From an optimization exercise on the open Yosys and OpenROAD flow, aimed at small area; shortcuts taken in it are not production practice. In this exercise RTL edits were held to simulation tests only and were not proved equivalent to the original. No driver is modelled on the clock port, so clocking that relies on it looks cheaper here than on a real chip. Power figures rest on the tool's default switching activity, not on a simulated workload.

==> branch violet: inputs <==
==> flow/design.v <==
module lcd_controller(iclk, irst_n, tens, units, lcd_data, lcd_rs, lcd_en);
input iclk, irst_n;
input [3:0] tens, units;
output [7:0] lcd_data;
output lcd_rs;
output reg lcd_en;
reg [12:0] s;
reg [5:0] k;
reg [8:0] rom;
wire first = (k == 6'd25);
wire done  = (k == 6'd63);
wire last  = (s[11:0] == 12'h5ca);
wire flip  = last & s[12] | first & (s == 13'h0ca7);
wire fb    = s[4] ^ s[5] ^ s[6] ^ s[12] ^ flip;
always @(posedge iclk or negedge irst_n)
	if (!irst_n) begin
		s <= 13'h05ca;
		k <= 6'd24;
		lcd_en <= 1'b0;
	end else begin
		s <= {s[11:0], fb};
		if (last & ~done) k <= k + 6'd1;
		lcd_en <= (lcd_en | (s == 13'h0e56) & ~done) & ~(s == 13'h0efe);
	end
always @*
	case (k)
	6'd24: rom = 9'h000;
	6'd25: rom = 9'h038;
	6'd26: rom = 9'h00c;
	6'd27: rom = 9'h001;
	6'd28: rom = 9'h006;
	6'd29: rom = 9'h080;
	6'd30: rom = 9'h143;
	6'd31: rom = 9'h14c;
	6'd32: rom = 9'h14b;
	6'd33: rom = 9'h120;
	6'd34: rom = 9'h153;
	6'd35: rom = 9'h145;
	6'd36: rom = 9'h154;
	6'd37: rom = 9'h13a;
	6'd38: rom = {5'h13, tens};
	6'd39: rom = {5'h13, units};
	6'd40: rom = 9'h120;
	6'd41: rom = 9'h120;
	6'd42: rom = 9'h120;
	6'd43: rom = 9'h120;
	6'd44: rom = 9'h120;
	6'd45: rom = 9'h120;
	6'd46: rom = 9'h0c0;
	6'd47: rom = 9'h120;
	6'd48: rom = 9'h120;
	6'd49: rom = 9'h120;
	6'd50: rom = 9'h120;
	6'd51: rom = 9'h120;
	6'd52: rom = 9'h120;
	6'd53: rom = 9'h120;
	6'd54: rom = 9'h120;
	6'd55: rom = 9'h120;
	6'd56: rom = 9'h120;
	6'd57: rom = 9'h120;
	6'd58: rom = 9'h120;
	6'd59: rom = 9'h120;
	6'd60: rom = 9'h120;
	6'd61: rom = 9'h120;
	6'd62: rom = 9'h120;
	6'd63: rom = 9'h120;
	default: rom = 9'h120;
	endcase
assign lcd_data = rom[7:0];
assign lcd_rs = rom[8];
endmodule
module HW21(btn,CLK,rst_n,sw,
	lcd_on,lcd_data,lcd_rs,lcd_rw,lcd_en);
input  CLK;
input  rst_n;
input [3:0] btn;
input [3:0]sw;
output [7:0] lcd_data;
output lcd_on,lcd_rs,lcd_rw,lcd_en;
wire rst = rst_n & btn[0] & btn[1] & btn[2] & btn[3];
assign lcd_on = 1'b1;
assign lcd_rw = 1'b0;
reg [14:0] q;
wire qz = ~|q[13:0];
wire tick = qz & ~q[14];
always @(posedge CLK or negedge rst_n)
	if (!rst_n) q <= 15'h0102;
	else        q <= {q[13:0], q[14] ^ q[13] ^ qz};
reg [3:0] u, t, h;
reg flag;
wire E  = tick & btn[3];
wire S  = E & ~flag & ~(btn[0] & btn[1]);    
wire dn = btn[0];                             
wire top  = h[3] & h[1] & t[1] & u[1] & u[0];    
wire uz = ~(u[3] | u[2] | u[1] | u[0]);
wire tz = ~(t[3] | t[2] | t[1] | t[0]);
wire hz = ~(h[3] | h[2] | h[1] | h[0]);
wire zero = uz & tz & hz;                        
function [3:0] tog(input [3:0] v, input d);
  tog = d ? {~v[0] & ~v[1] & ~v[2],
             ~v[0] & ~v[1] & (v[2] | v[3]),
             ~v[0] & (v[3] | v[2] | v[1]),
             1'b1}
          : {v[0] & (v[3] | v[2] & v[1]),
             v[1] & v[0],
             v[0] & ~v[3],
             1'b1};
endfunction
wire cu = dn ? uz : (u[3] & u[0]);      
wire ct = cu & (dn ? tz : (t[3] & t[0]));
wire [3:0] hT = {h[2:0] ^ {3{dn}}, 1'b1};
wire [3:0] htog = {&hT[3:0], &hT[2:0], &hT[1:0], 1'b1};
wire clr  = tick & ~btn[3] | S & ~dn & top;    
wire setw = S & dn & zero;                     
wire [3:0] un = u ^ ({4{S}} & tog(u, dn));
wire [3:0] tn = t ^ ({4{S & cu}} & tog(t, dn));
wire [3:0] hn = h ^ ({4{S & ct}} & htog);
always @(posedge CLK or negedge rst_n)
	if (!rst_n) begin
		u <= 0; t <= 0; h <= 0; flag <= 0;
	end else begin
		u <= clr ? 4'd0 : setw ? 4'd3  : un;
		t <= clr ? 4'd0 : setw ? 4'd2  : tn;
		h <= clr ? 4'd0 : setw ? 4'd10 : hn;
		if (E) flag <= ~(btn[0] & btn[1] & (btn[2] | ~flag));
	end
lcd_controller u0_lcd (
	.iclk(CLK), .irst_n(rst), .tens(t), .units(u),
	.lcd_data(lcd_data), .lcd_rs(lcd_rs), .lcd_en(lcd_en));
endmodule
==> flow/flow/run.sh <==
#!/bin/bash
# Own layout flow: the standard synthesis, then its combinational logic mapped
# again by ABC for area (registers untouched: same instances, names and cells),
# then the standard ORFS flow with buf_1 port buffers and, in place of its
# CTS step, a single clock buffer driving every register (flow/cts.tcl).  Each tool's output goes to a log_*.txt here.
set -euo pipefail
W=$(pwd)
F=$W/flow
PLAT=${FLOW_PLATFORM:-sky130hd}
LIB=$FLOW_HOME/platforms/$PLAT/lib/sky130_fd_sc_hd__tt_025C_1v80.lib
R=$W/orfs/results/$PLAT/HW21/base
YOSYS=${YOSYS_EXE:-$(command -v yosys || echo $FLOW_HOME/../tools/install/yosys/bin/yosys)}

# 1. standard synthesis
bash standard.sh synth > $W/log_1_synth.txt 2>&1
cp $R/1_2_yosys.v $W/std_1_2_yosys.v

# 2. area remapping of the combinational cells
DU=""
for c in $(grep -o 'sky130_fd_sc_hd__\(lpflow_[a-z0-9_]*\|probec\?_p_8\)' $LIB | sort -u); do DU="$DU -dont_use $c"; done
cat > $W/resyn.ys <<YS
read_liberty -ignore_miss_func $LIB
read_verilog $W/std_1_2_yosys.v
hierarchy -top $FLOW_TOP
setattr -mod -set blackbox 1 sky130_fd_sc_hd__df*
flatten
delete t:\$scopeinfo
opt_clean
stat -liberty $LIB
abc -liberty $LIB $DU -script $F/area.abc
opt_clean -purge
read_liberty -lib -overwrite -ignore_miss_func $LIB
hilomap -singleton -hicell sky130_fd_sc_hd__conb_1 HI -locell sky130_fd_sc_hd__conb_1 LO
splitnets
opt_clean -purge
insbuf -buf sky130_fd_sc_hd__buf_1 A X
check -assert
stat -liberty $LIB
select $FLOW_TOP
write_verilog -selected -noattr -noexpr -nohex -nodec $W/resyn.v
YS
$YOSYS -s $W/resyn.ys > $W/log_2_resyn.txt 2>&1
python3 $F/mergetie.py $W/resyn.v > $W/log_2b_mergetie.txt 2>&1
cp $W/resyn.v $R/1_2_yosys.v
bash standard.sh do-1_synth > $W/log_3_synth_odb.txt 2>&1

# 3. placement, standard
export BUFFER_PORTS_ARGS="-buffer_cell sky130_fd_sc_hd__buf_1"
bash standard.sh place > $W/log_4_place.txt 2>&1

# 4. clock tree: one buffer (flow/cts.tcl) in place of the standard CTS
RESULTS=$R LIB=$LIB PLAT=$PLAT CLKBUF=${CLKBUF:-sky130_fd_sc_hd__clkbuf_8} NCLK=${NCLK:-3} \
  openroad -no_init -exit $F/cts.tcl > $W/log_5_cts.txt 2>&1

# 5. routing and the rest of the standard flow
bash standard.sh finish > $W/log_6_finish.txt 2>&1
==> flow/flow/area.abc <==
strash
&get -n
&st
&dch -f
&nf -R 1000
&put
strash
&get -n
&st
&dch -f
&nf -R 1000
&put
==> flow/flow/cts.tcl <==
# Clock tree: the registers are split into NCLK groups of neighbours
# (k-means on their positions, at most ceil(n / NCLK) in a group) and one clock buffer, placed at the centre of its
# group, drives each group straight from the clock port.  Reads 3_place.odb,
# writes 4_1_cts.odb and 4_cts.sdc in place of the standard CTS step.
set R $::env(RESULTS)
read_db $R/3_place.odb
read_liberty $::env(LIB)
read_sdc $R/3_place.sdc
source $::env(FLOW_HOME)/platforms/$::env(PLAT)/setRC.tcl

set block [ord::get_db_block]
set dbu [$block getDbUnitsPerMicron]
set ngroups $::env(NCLK)
set sinks {}
foreach it [[$block findNet CLK] getITerms] {
  set inst [$it getInst]
  set bb [$inst getBBox]
  set x [expr {([$bb xMin] + [$bb xMax]) / 2.0 / $dbu}]
  set y [expr {([$bb yMin] + [$bb yMax]) / 2.0 / $dbu}]
  lappend sinks [list $x $y "[$inst getName]/[[$it getMTerm] getName]"]
}
set sinks [lsort -real -index 0 $sinks]
set n [llength $sinks]
puts "clock sinks: $n, groups: $ngroups"
# k-means on the sink positions, started from equal-count strips by x
set centres {}
for {set g 0} {$g < $ngroups} {incr g} {
  set s [lindex $sinks [expr {(2 * $g + 1) * $n / (2 * $ngroups)}]]
  lappend centres [list [lindex $s 0] [lindex $s 1]]
}
set cap [expr {($n + $ngroups - 1) / $ngroups}]
for {set iter 0} {$iter < 30} {incr iter} {
  # balanced assignment: closest (sink, centre) pairs first, at most cap per group
  set pairs {}
  for {set i 0} {$i < $n} {incr i} {
    set s [lindex $sinks $i]
    for {set g 0} {$g < $ngroups} {incr g} {
      set c [lindex $centres $g]
      lappend pairs [list [expr {abs([lindex $s 0] - [lindex $c 0]) + abs([lindex $s 1] - [lindex $c 1])}] $i $g]
    }
  }
  set pairs [lsort -real -index 0 $pairs]
  array unset owner
  set count {}
  for {set g 0} {$g < $ngroups} {incr g} { lappend count 0 }
  foreach p $pairs {
    lassign $p d i g
    if {[info exists owner($i)] || [lindex $count $g] >= $cap} { continue }
    set owner($i) $g
    lset count $g [expr {[lindex $count $g] + 1}]
  }
  set groups {}
  for {set g 0} {$g < $ngroups} {incr g} { lappend groups {} }
  for {set i 0} {$i < $n} {incr i} {
    set g $owner($i)
    lset groups $g [concat [lindex $groups $g] [list [lindex $sinks $i]]]
  }
  set centres {}
  foreach grp $groups {
    set sx 0.0; set sy 0.0
    foreach s $grp { set sx [expr {$sx + [lindex $s 0]}]; set sy [expr {$sy + [lindex $s 1]}] }
    set m [expr {max(1, [llength $grp])}]
    lappend centres [list [expr {$sx / $m}] [expr {$sy / $m}]]
  }
}
for {set g 0} {$g < $ngroups} {incr g} {
  set grp [lindex $groups $g]
  if {[llength $grp] == 0} { continue }
  set pins {}
  foreach s $grp { lappend pins [get_pins [lindex $s 2]] }
  set loc [lindex $centres $g]
  insert_buffer -buffer_cell $::env(CLKBUF) -net CLK -load_pins $pins -location $loc \
    -buffer_name clkbuf_leaf_$g -net_name clknet_leaf_$g
  puts "group $g: [llength $grp] sinks, buffer at $loc"
}
foreach it [[$block findNet CLK] getITerms] {
  set net [[[$it getInst] findITerm X] getNet]
  $net setSigType CLOCK
  puts "clock buffer [[$it getInst] getName] drives [llength [$net getITerms]] pins"
}
detailed_placement
check_placement -verbose
set_propagated_clock [all_clocks]
estimate_parasitics -placement
report_clock_skew
report_checks -path_delay min_max
report_check_types -max_slew -max_capacitance -violators
write_db $R/4_1_cts.odb
write_sdc -no_timestamp $R/4_cts.sdc
file copy -force $R/4_1_cts.odb $R/4_cts.odb
==> flow/flow/mergetie.py <==
# Drive both constant outputs from one tie cell: the HI and LO pins of a
# single sky130_fd_sc_hd__conb_1 instead of one cell for each.
import re, sys
p = sys.argv[1]
s = open(p).read()
cells = re.findall(r'(  sky130_fd_sc_hd__conb_1 (\S+) \((.*?)\);\n)', s, re.S)
hi = [c for c in cells if '.HI(' in c[2] and '.LO(' not in c[2]]
lo = [c for c in cells if '.LO(' in c[2] and '.HI(' not in c[2]]
if len(hi) == 1 and len(lo) == 1:
    lonet = re.search(r'\.LO\(([^)]*)\)', lo[0][2]).group(1)
    hinet = re.search(r'\.HI\(([^)]*)\)', hi[0][2]).group(1)
    merged = '  sky130_fd_sc_hd__conb_1 %s (\n    .HI(%s),\n    .LO(%s)\n  );\n' % (hi[0][1], hinet, lonet)
    s = s.replace(hi[0][0], merged).replace(lo[0][0], '')
    print('merged tie cells %s and %s' % (hi[0][1], lo[0][1]))
open(p, 'w').write(s)
==> flow/standard.sh <==
#!/bin/bash
# synth_recipe.tcl (not shown) runs the flow's synth.tcl, then flattens the netlist and writes it again
# the make line also repeats each setting of config.mk as NAME=value (left out here)
make -C /OpenROAD-flow-scripts/flow DESIGN_CONFIG=/design/flow/config.mk WORK_HOME=/design/flow/orfs CLKGATE_MAP_FILE= SYNTH_SCRIPT=/design/flow/synth_recipe.tcl "${@:-finish}"
==> flow/config.mk <==
export PLATFORM = sky130hd
export DESIGN_NAME = HW21
export DESIGN_NICKNAME = HW21
export VERILOG_FILES = /design/flow/design.v
export SDC_FILE = /design/flow/constraint.sdc
export NUM_CORES = 4
export LEC_CHECK = 0
export CAP_MARGIN = 20
export CORE_MARGIN = 2
export CORE_UTILIZATION = 40
export SLEW_MARGIN = 20
==> flow/constraint.sdc <==
create_clock -name core_clock -period 10.0 [get_ports {CLK}]
set_input_delay 2.0000 -clock core_clock [delete_from_list [all_inputs] [get_ports {CLK}]]
set_output_delay 2.0000 -clock core_clock [all_outputs]
set_load 0.01 [all_outputs]
==> branch yarrow: changes against branch violet <==
--- a/flow/design.v
+++ b/flow/design.v
@@ -110,20 +110,20 @@
 wire ct = cu & (dn ? tz : (t[3] & t[0]));
 wire [3:0] hT = {h[2:0] ^ {3{dn}}, 1'b1};
 wire [3:0] htog = {&hT[3:0], &hT[2:0], &hT[1:0], 1'b1};
-wire clr  = tick & ~btn[3] | S & ~dn & top;    
-wire setw = S & dn & zero;                     
-wire [3:0] un = u ^ ({4{S}} & tog(u, dn));
-wire [3:0] tn = t ^ ({4{S & cu}} & tog(t, dn));
-wire [3:0] hn = h ^ ({4{S & ct}} & htog);
+wire C  = tick & ~btn[3];               
+wire sp = S & (dn ? zero : top);         
+wire [3:0] Tu = sp ? 4'b0011 : {4{S}} & tog(u, dn);
+wire [3:0] Tt = sp ? 4'b0010 : {4{S & cu}} & tog(t, dn);
+wire [3:0] Th = sp ? 4'b1010 : {4{S & ct}} & htog;
+wire keep = rst_n & ~C;
+always @(posedge CLK) begin
+	u <= {4{keep}} & (u ^ Tu);
+	t <= {4{keep}} & (t ^ Tt);
+	h <= {4{keep}} & (h ^ Th);
+end
 always @(posedge CLK or negedge rst_n)
-	if (!rst_n) begin
-		u <= 0; t <= 0; h <= 0; flag <= 0;
-	end else begin
-		u <= clr ? 4'd0 : setw ? 4'd3  : un;
-		t <= clr ? 4'd0 : setw ? 4'd2  : tn;
-		h <= clr ? 4'd0 : setw ? 4'd10 : hn;
-		if (E) flag <= ~(btn[0] & btn[1] & (btn[2] | ~flag));
-	end
+	if (!rst_n) flag <= 0;
+	else if (E) flag <= ~(btn[0] & btn[1] & (btn[2] | ~flag));
 lcd_controller u0_lcd (
 	.iclk(CLK), .irst_n(rst), .tens(t), .units(u),
 	.lcd_data(lcd_data), .lcd_rs(lcd_rs), .lcd_en(lcd_en));
==> flow/flow/run.sh (replaced) <==
#!/bin/bash
# Own layout flow: the standard synthesis; its combinational logic mapped again
# by ABC for area, the best of a few scripts (registers untouched: the same
# instances, names and cells); then the standard ORFS flow with buf_1 port
# buffers and, in place of its CTS step, a few clock buffers each driving a
# group of neighbouring registers (flow/cts.tcl).  Each tool's output goes to
# a log_*.txt file here.
set -euo pipefail
W=$(pwd)
F=$W/flow
PLAT=${FLOW_PLATFORM:-sky130hd}
LIB=$FLOW_HOME/platforms/$PLAT/lib/sky130_fd_sc_hd__tt_025C_1v80.lib
R=$W/orfs/results/$PLAT/HW21/base
YOSYS=${YOSYS_EXE:-$(command -v yosys || echo $FLOW_HOME/../tools/install/yosys/bin/yosys)}

# 1. standard synthesis
bash standard.sh synth > $W/log_1_synth.txt 2>&1
cp $R/1_2_yosys.v $W/std_1_2_yosys.v

# 2. area remapping of the combinational cells
DU=""
for c in $(grep -o 'sky130_fd_sc_hd__\(lpflow_[a-z0-9_]*\|probec\?_p_8\)' $LIB | sort -u); do DU="$DU -dont_use $c"; done
# Several ABC scripts run side by side (flow/a*.abc); the smallest result is kept.
best=""; best_area=""
for sc in $F/a*.abc; do
  n=$(basename $sc .abc)
  cat > $W/resyn_$n.ys <<YS
read_liberty -ignore_miss_func $LIB
read_verilog $W/std_1_2_yosys.v
hierarchy -top $FLOW_TOP
setattr -mod -set blackbox 1 sky130_fd_sc_hd__df*
flatten
delete t:\$scopeinfo
opt_clean
stat -liberty $LIB
abc -liberty $LIB $DU -script $sc
opt_clean -purge
read_liberty -lib -overwrite -ignore_miss_func $LIB
hilomap -singleton -hicell sky130_fd_sc_hd__conb_1 HI -locell sky130_fd_sc_hd__conb_1 LO
splitnets
opt_clean -purge
insbuf -buf sky130_fd_sc_hd__buf_1 A X
check -assert
tee -o $W/resyn_$n.area stat -liberty $LIB
select $FLOW_TOP
write_verilog -selected -noattr -noexpr -nohex -nodec $W/resyn_$n.v
YS
  ( $YOSYS -s $W/resyn_$n.ys > $W/log_2_resyn_$n.txt 2>&1 || true ) &
done
wait
for sc in $F/a*.abc; do
  n=$(basename $sc .abc)
  [[ -s $W/resyn_$n.v ]] || continue
  a=$(grep "Chip area" $W/resyn_$n.area | awk '{print $NF}')
  echo "$n $a" >> $W/log_2_resyn_areas.txt
  if [[ -z "$best" ]] || python3 -c "import sys; sys.exit(0 if $a < $best_area else 1)"; then best=$n; best_area=$a; fi
done
echo "kept $best ($best_area)" >> $W/log_2_resyn_areas.txt
cp $W/resyn_$best.v $W/resyn.v
cp $W/resyn.v $R/1_2_yosys.v
bash standard.sh do-1_synth > $W/log_3_synth_odb.txt 2>&1

# 3. placement, standard
export BUFFER_PORTS_ARGS="-buffer_cell sky130_fd_sc_hd__buf_1"
bash standard.sh place > $W/log_4_place.txt 2>&1

# 4. clock tree (flow/cts.tcl) in place of the standard CTS step
RESULTS=$R LIB=$LIB PLAT=$PLAT CLKBUF=${CLKBUF:-sky130_fd_sc_hd__clkbuf_8} NCLK=${NCLK:-3} \
  openroad -no_init -exit $F/cts.tcl > $W/log_5_cts.txt 2>&1

# 5. routing and the rest of the standard flow
bash standard.sh finish > $W/log_6_finish.txt 2>&1
==> flow/flow/a1.abc (new file) <==
strash
&get -n
&deepsyn -T 90 -S 1
&put
strash
&get -n
&st
&dch -f
&nf -R 1000
&put
==> flow/flow/a2.abc (new file) <==
strash
&get -n
&deepsyn -T 90 -S 2
&put
strash
&get -n
&st
&nf -R 1000
&put
==> flow/flow/a3.abc (new file) <==
strash
&get -n
&deepsyn -T 90 -S 3
&put
strash
&get -n
&st
&dch -f
&nf -R 1000
&put
strash
&get -n
&st
&dch -f
&nf -R 1000
&put
==> flow/flow/a4.abc (new file) <==
strash
&get -n
&deepsyn -T 90 -S 4
&put
strash
&get -n
&st
&dch -f
&nf -R 1000
&put
--- a/flow/config.mk
+++ b/flow/config.mk
@@ -7,5 +7,5 @@
 export LEC_CHECK = 0
 export CAP_MARGIN = 20
 export CORE_MARGIN = 2
-export CORE_UTILIZATION = 40
+export CORE_UTILIZATION = 65
 export SLEW_MARGIN = 20
removed: flow/flow/area.abc
removed: flow/flow/mergetie.py
==> branch amber: changes against branch violet <==
--- a/flow/flow/run.sh
+++ b/flow/flow/run.sh
@@ -40,7 +40,6 @@
 write_verilog -selected -noattr -noexpr -nohex -nodec $W/resyn.v
 YS
 $YOSYS -s $W/resyn.ys > $W/log_2_resyn.txt 2>&1
-python3 $F/mergetie.py $W/resyn.v > $W/log_2b_mergetie.txt 2>&1
 cp $W/resyn.v $R/1_2_yosys.v
 bash standard.sh do-1_synth > $W/log_3_synth_odb.txt 2>&1
 
removed: flow/flow/mergetie.py
==> qor summary <==
                                                               branch amber  branch yarrow  branch violet
PnR Total Power                                                      287 uW         273 uW         285 uW
Worst-Skew Late Latency                                             0.17 ns        0.15 ns        0.16 ns
Final instance area                                              2470 sq um     2240 sq um     2470 sq um
Clock-pin transition on the worst setup and hold timing paths       0.11 ns        0.09 ns        0.10 ns
Result of the run                          no timing/DRC/antenna violations  no timing/DRC/antenna violations  no timing/DRC/antenna violations
Capture point of the worst path                                 lcd_data[5]           h[3]    lcd_data[5]
Plain + repair buffers                                                   17             18             17
Depth of the most critical reg-to-reg path                               10             15             10
Number of fillers in the final layout                                   538            226            527
Worst setup path category                                        reg -> out      in -> reg     reg -> out
Required time at the endpoint of the critical path                  8.00 ns       10.05 ns        8.00 ns
Combinational power share                                             0.043          0.026          0.044
GPL Wtd Cong                                                          0.857          0.859          0.831
Post-Syn Area                                                    2270 sq um     2070 sq um     2270 sq um
Setup slack, reg-to-reg                                             7.18 ns        6.44 ns        7.17 ns
Max stage delay on crit path                                        0.74 ns        0.42 ns        0.68 ns
Maximum fanout along the worst path                                       8              5              8

-- static timing again, ports no longer ideal --
The flow's constraints put no driver on any port. The routed layouts listed below were extracted and timed again, unchanged, in two steps.
Step 1 sets driving cells, clkbuf_16 on the clock port and buf_2 on the other inputs (assumed; they add their load-dependent delay and slew).
Step 2 times the ports against the registers' clock, not the clock port: input delays grow and output delays shrink by t, the midpoint of the rising clock arrivals with the driver on.
Three values: no drivers, after step 1, after step 2; two values: the first two.
run | t, ns | slack for setup (ns) | clock arrival spread, ns | pins driven straight from the clock port
branch violet | 0.203 | 5.748 / 5.698 / 5.763 | 0.014 / 0.015 | 3
branch yarrow | 0.190 | 5.569 / 5.591 / 5.401 | 0.006 / 0.006 | 3
branch amber | 0.209 | 5.657 / 5.605 / 5.805 | 0.022 / 0.022 | 3
After both steps every run listed still meets setup and hold. For branch yarrow, which loses most, drivers alone change the setup slack by +0.022 ns; drivers and shift together by -0.168 ns.
